This is an optimization exercise on Yosys and OpenROAD, whose aim is small area, a short achievable clock period and few clock cycles per item, not a production implementation. The RTL was checked by simulation tests, not by an equivalence proof against the original design.

## job 9775
## tanh
module tanh (
    input  clk,
    input  rst,
    input  [13:0] i_x,
    input  i_valid,
    output o_ready,
    output [13:0] o_fx,
    output o_valid,
    input  i_ready
);
export LEC_CHECK = 0
export CAP_MARGIN = 20
export CORE_MARGIN = 2
export CORE_UTILIZATION = 40
export CTS_CLUSTER_DIAMETER = 120
export CTS_CLUSTER_SIZE = 22
export SETUP_SLACK_MARGIN = 4.7
export SLEW_MARGIN = 20
export SYNTH_HIERARCHICAL = 1
export SYNTH_MINIMUM_KEEP_SIZE = 0
export TNS_END_PERCENT = 20
create_clock -name core_clock -period 8.0 [get_ports {clk}]
run.sh (not shown) runs the stock make flow with config.mk's settings and CLKGATE_MAP_FILE= SYNTH_SCRIPT=/design/flow/synth_recipe.tcl, a recipe that flattens the netlist after the stock synthesis.
Testbench counts of job 9775, summed over its fixed seeds: cycles 16,112, items 16,000.
Here is what was changed in the inputs of job 5845 compared with job 9775.
- putting CELL_PAD_IN_SITES_DETAIL_PLACEMENT at 0 where nothing was set
- putting CELL_PAD_IN_SITES_GLOBAL_PLACEMENT at 0 where nothing was set
- clearing CTS_CLUSTER_DIAMETER, which used to be 120
- clearing TNS_END_PERCENT, which used to be 20
- clearing CTS_CLUSTER_SIZE, which used to be 22
## What came out
- Job 5845 vs. job 9775: data arrival time of the critical path shows a reduction of 90 ps; clock skew shows a reduction of 9.3 ps; final worst-path cycle share shows a reduction of 1.7 points.
For job 7274, these inputs were changed with respect to job 5845:
- CELL_PAD_IN_SITES_GLOBAL_PLACEMENT removed (was 0)
- CELL_PAD_IN_SITES_DETAIL_PLACEMENT removed (was 0)
- CTS_CLUSTER_DIAMETER newly set to 120
- CTS_CLUSTER_SIZE newly set to 22
==> comparison <==
Minimum period implied by the final worst setup slack delta (job 7274 − job 5845): favourable
In job 7274, the TritonCTS buffer count came out about 50% below the value in job 5845.
Job 7274 vs. job 5845: sequential share of layout area saw an increase; first-pass GRT wire length dropped 0.69%; worst-skew pair later-pin latency lower.
[job 7274] met2 usage in global routing rose 0.27 points relative to job 5845
The non-clock buffer count in job 7274 was lower than what job 5845 gave.
Number of I/O port buffers: job 5845 vs job 7274 identical
When the final numbers for job 7274 and job 5845 were put side by side, the global-route usage turned out to be smaller in job 7274.
Inputs modified between job 7274 and job 1951:
- clearing CTS_CLUSTER_SIZE, which used to be 22
- clearing CTS_CLUSTER_DIAMETER, which used to be 120
- swapping 4.7 for 4.85 in SETUP_SLACK_MARGIN
## What came out
The run showing the greater met2 layer wire length in the routed design is job 1951. From job 7274 to job 1951 the numbers moved as follows: transition time of the tightest slew-check pin increased 23 ps. The final critical-path share of the clock period in job 1951 sits 0.63 points below the value recorded for job 7274. Going from job 7274 to job 1951, share of the final layout cell area in sequential cells has decreased; non-filler instance count after layout increased by 4.6% relative to the old numbers; global-route usage +0.92 points; final area increased by 5.4% relative to the old numbers. As far as post-synthesis sequential area ratio is concerned, job 1951 and job 7274 perform about the same.

* * *

Setup of the reference run:
Another version of the RTL of tanh (not shown whole).
Size: about 3100 cells after synthesis, roughly 34 I/O pins, roughly 41000 µm² of cells after synthesis.
export LEC_CHECK = 0
export CAP_MARGIN = 20
export CORE_MARGIN = 2
export CORE_UTILIZATION = 40
export SETUP_SLACK_MARGIN = 4.7
export SLEW_MARGIN = 20
export SYNTH_HIERARCHICAL = 1
export SYNTH_MINIMUM_KEEP_SIZE = 0
create_clock -name core_clock -period 8.0 [get_ports {clk}]
The reference run: full flow OK, the timing, design-rule and antenna checks passed
Testbench counts of the reference run, summed over its fixed seeds: cycles 16,112, items 16,000.
Inputs modified between the reference run and the trial run:
Settings: SETUP_SLACK_MARGIN: 4.7 -> 4.6; CTS_BUF_LIST: unset -> sky130_fd_sc_hd__clkbuf_8 sky130_fd_sc_hd__clkbuf_4.
--- outcome ---
The trial run reached the end of the flow, and the finished layout is clean on the timing, design-rule and antenna checks. Length of routed wiring on met1 for the trial run is lower than for the reference run. r5p[10]$_DFFE_PP_ as the startpoint of the worst setup timing path was reported by the reference run, and q_s9[4]$_DFFE_PP_ by the trial run. Route | the trial run vs the reference run | wire shorter in the trial run. Compared with the reference run, in the trial run via count -1.8%, detailed-routed wire length on met2 -2.7 mm, proportion of cell area occupied by multi-input gates +0.53 points, all-layer global routing usage -0.95 points, design area -1.9%.

* * *

tanh with an RTL version that a note above also has.
Size: roughly 3000 cells after synthesis, ~620 flip-flops, roughly 40000 um^2 of cells after synthesis.
Settings: LEC_CHECK=0, CAP_MARGIN=20, CORE_MARGIN=2, CORE_UTILIZATION=40, SETUP_SLACK_MARGIN=4.7, SLEW_MARGIN=20, SYNTH_HIERARCHICAL=1, SYNTH_MINIMUM_KEEP_SIZE=0; clock period 8.0 ns.
The baseline passed the timing, design-rule and antenna checks.
Testbench counts at the start, summed over its fixed seeds: cycles 16,112, items 16,000.
Next try:
SETUP_SLACK_MARGIN = 4.5   (was 4.7)
Result: The new run went through all stages and came out clean; routed wire length climbs by 2.6%; clock skew is about the same; maximum frequency is lower by 4.1%; core utilization came out lower by 0.78 points.
Next try:
CTS_CLUSTER_DIAMETER = 120   (was unset)
CTS_CLUSTER_SIZE = 22   (was unset)
SETUP_SLACK_MARGIN = 4.8   (was 4.5)
The changed run went through all stages and came out clean.
Wire length is about the same.
Worst setup slack improves by 0.18 ns.
Final area grows by 0.72%.
Synthesized cell count is unchanged.
Critical path depth grows by 9.
Synthesized area is unchanged.
Next try:
CTS_CLUSTER_DIAMETER = 150   (was 120)
CTS_CLUSTER_SIZE = 30   (was 22)
SETUP_SLACK_MARGIN = 4.7   (was 4.8)
The changed run finished clean.
Hold slack improved by 0.010 ns.
Setup slack got worse by 0.094 ns.
Critical path depth shrinks by 8.
Routed wire length shrinks by 3.9%.
Die area does not change.
Core utilization shrinks by 1.1 points.
Clock skew barely changes.
Final area shrinks by 2.4%.
Area after synthesis stays the same.
Cell count shrinks by 2.1%.
Count of clock-buffer cells in the layout shrinks by 12.
Next try:
CTS_CLUSTER_DIAMETER = 110   (was 150)
CTS_CLUSTER_SIZE = 18   (was 30)
The changed run finished clean.
Die area does not change.
Count of clock-buffer cells in the layout grows by 18.
Routed wire length grows by 0.43%.
Setup slack gains 0.054 ns.
Synthesized area is unchanged.
Critical path depth shrinks by 1.

* * *

alpha:
tanh again, from the RTL that the note above started with.
clock: 8.0 ns
lec_check: 0
cap_margin: 20
core_margin: 2
core_utilization: 40
gpl_routability_driven: 0
setup_slack_margin: 4.7
slew_margin: 20
synth_hierarchical: 1
synth_minimum_keep_size: 0
Testbench counts of alpha, summed over its fixed seeds: cycles 16,112, items 16,000.
diff inputs: alpha => beta
Settings: CTS_CLUSTER_DIAMETER newly set to 100; CTS_CLUSTER_SIZE newly set to 26; GPL_ROUTABILITY_DRIVEN removed (was 0).
## What came out
Compare beta and alpha | global-route usage lower: beta. Per the comparison of beta with alpha, first-pass GRT wire length lost 4300 µm. Share of final layout cell area taken by non-clock buffers of beta is on par with alpha.

==> re-timing with driven ports <==
Ports are ideal in the flow. The routed layouts listed here were re-timed in OpenROAD.
Step 1 (the two cells are an assumption about what drives the block):
set clk [get_ports {clk}]
set_driving_cell -lib_cell sky130_fd_sc_hd__clkbuf_16 $clk
set_driving_cell -lib_cell sky130_fd_sc_hd__buf_2 [delete_from_list [all_inputs] $clk]
Step 2 times the ports against the registers' clock, not the clock port: input delays grow and output delays shrink by t, the midpoint of the rising clock arrivals with the driver on.
Three values: no drivers, after step 1, after step 2; two values: the first two.
| run | t, ns | setup slack, ns | latest minus earliest clock arrival (ns) | worst register clock-pin slew, ns | pins driven straight from the clock port |
|---|---|---|---|---|---|
| job 9775 | 0.643 | 4.670 / 4.636 / 4.222 | 0.038 / 0.039 | 0.10 / 0.10 | 1 |
| job 5845 | 0.671 | 4.803 / 4.782 / 4.262 | 0.026 / 0.026 | 0.06 / 0.06 | 1 |
| job 7274 | 0.647 | 4.825 / 4.811 / 4.251 | 0.029 / 0.029 | 0.10 / 0.10 | 1 |
| job 1951 | 0.680 | 4.876 / 4.853 / 4.507 | 0.029 / 0.029 | 0.06 / 0.06 | 1 |
| the reference run | 0.670 | 4.716 / 4.716 / 4.238 | 0.033 / 0.032 | 0.06 / 0.06 | 1 |
| the trial run | 0.767 | 4.611 / 4.611 / 4.201 | 0.037 / 0.036 | 0.07 / 0.07 | 1 |
| the first run of note 3 | 0.671 | 4.803 / 4.782 / 4.262 | 0.026 / 0.026 | 0.06 / 0.06 | 1 |
| the second run of note 3 | 0.673 | 4.665 / 4.604 / 4.223 | 0.030 / 0.030 | 0.07 / 0.07 | 1 |
| the third run of note 3 | 0.639 | 4.846 / 4.802 / 4.512 | 0.027 / 0.027 | 0.09 / 0.09 | 1 |
| the fourth run of note 3 | 0.667 | 4.753 / 4.753 / 4.257 | 0.034 / 0.035 | 0.12 / 0.12 | 1 |
| the fifth run of note 3 | 0.655 | 4.806 / 4.802 / 4.250 | 0.018 / 0.019 | 0.08 / 0.08 | 1 |
| alpha | 0.684 | 4.744 / 4.744 / 4.230 | 0.026 / 0.027 | 0.06 / 0.06 | 1 |
| beta | 0.683 | 4.802 / 4.761 / 4.259 | 0.032 / 0.032 | 0.11 / 0.11 | 1 |
After both steps every run listed still meets setup and hold. The setup slack of job 7274, which loses most, moves by -0.014 ns with the drivers and by -0.574 ns with both steps.
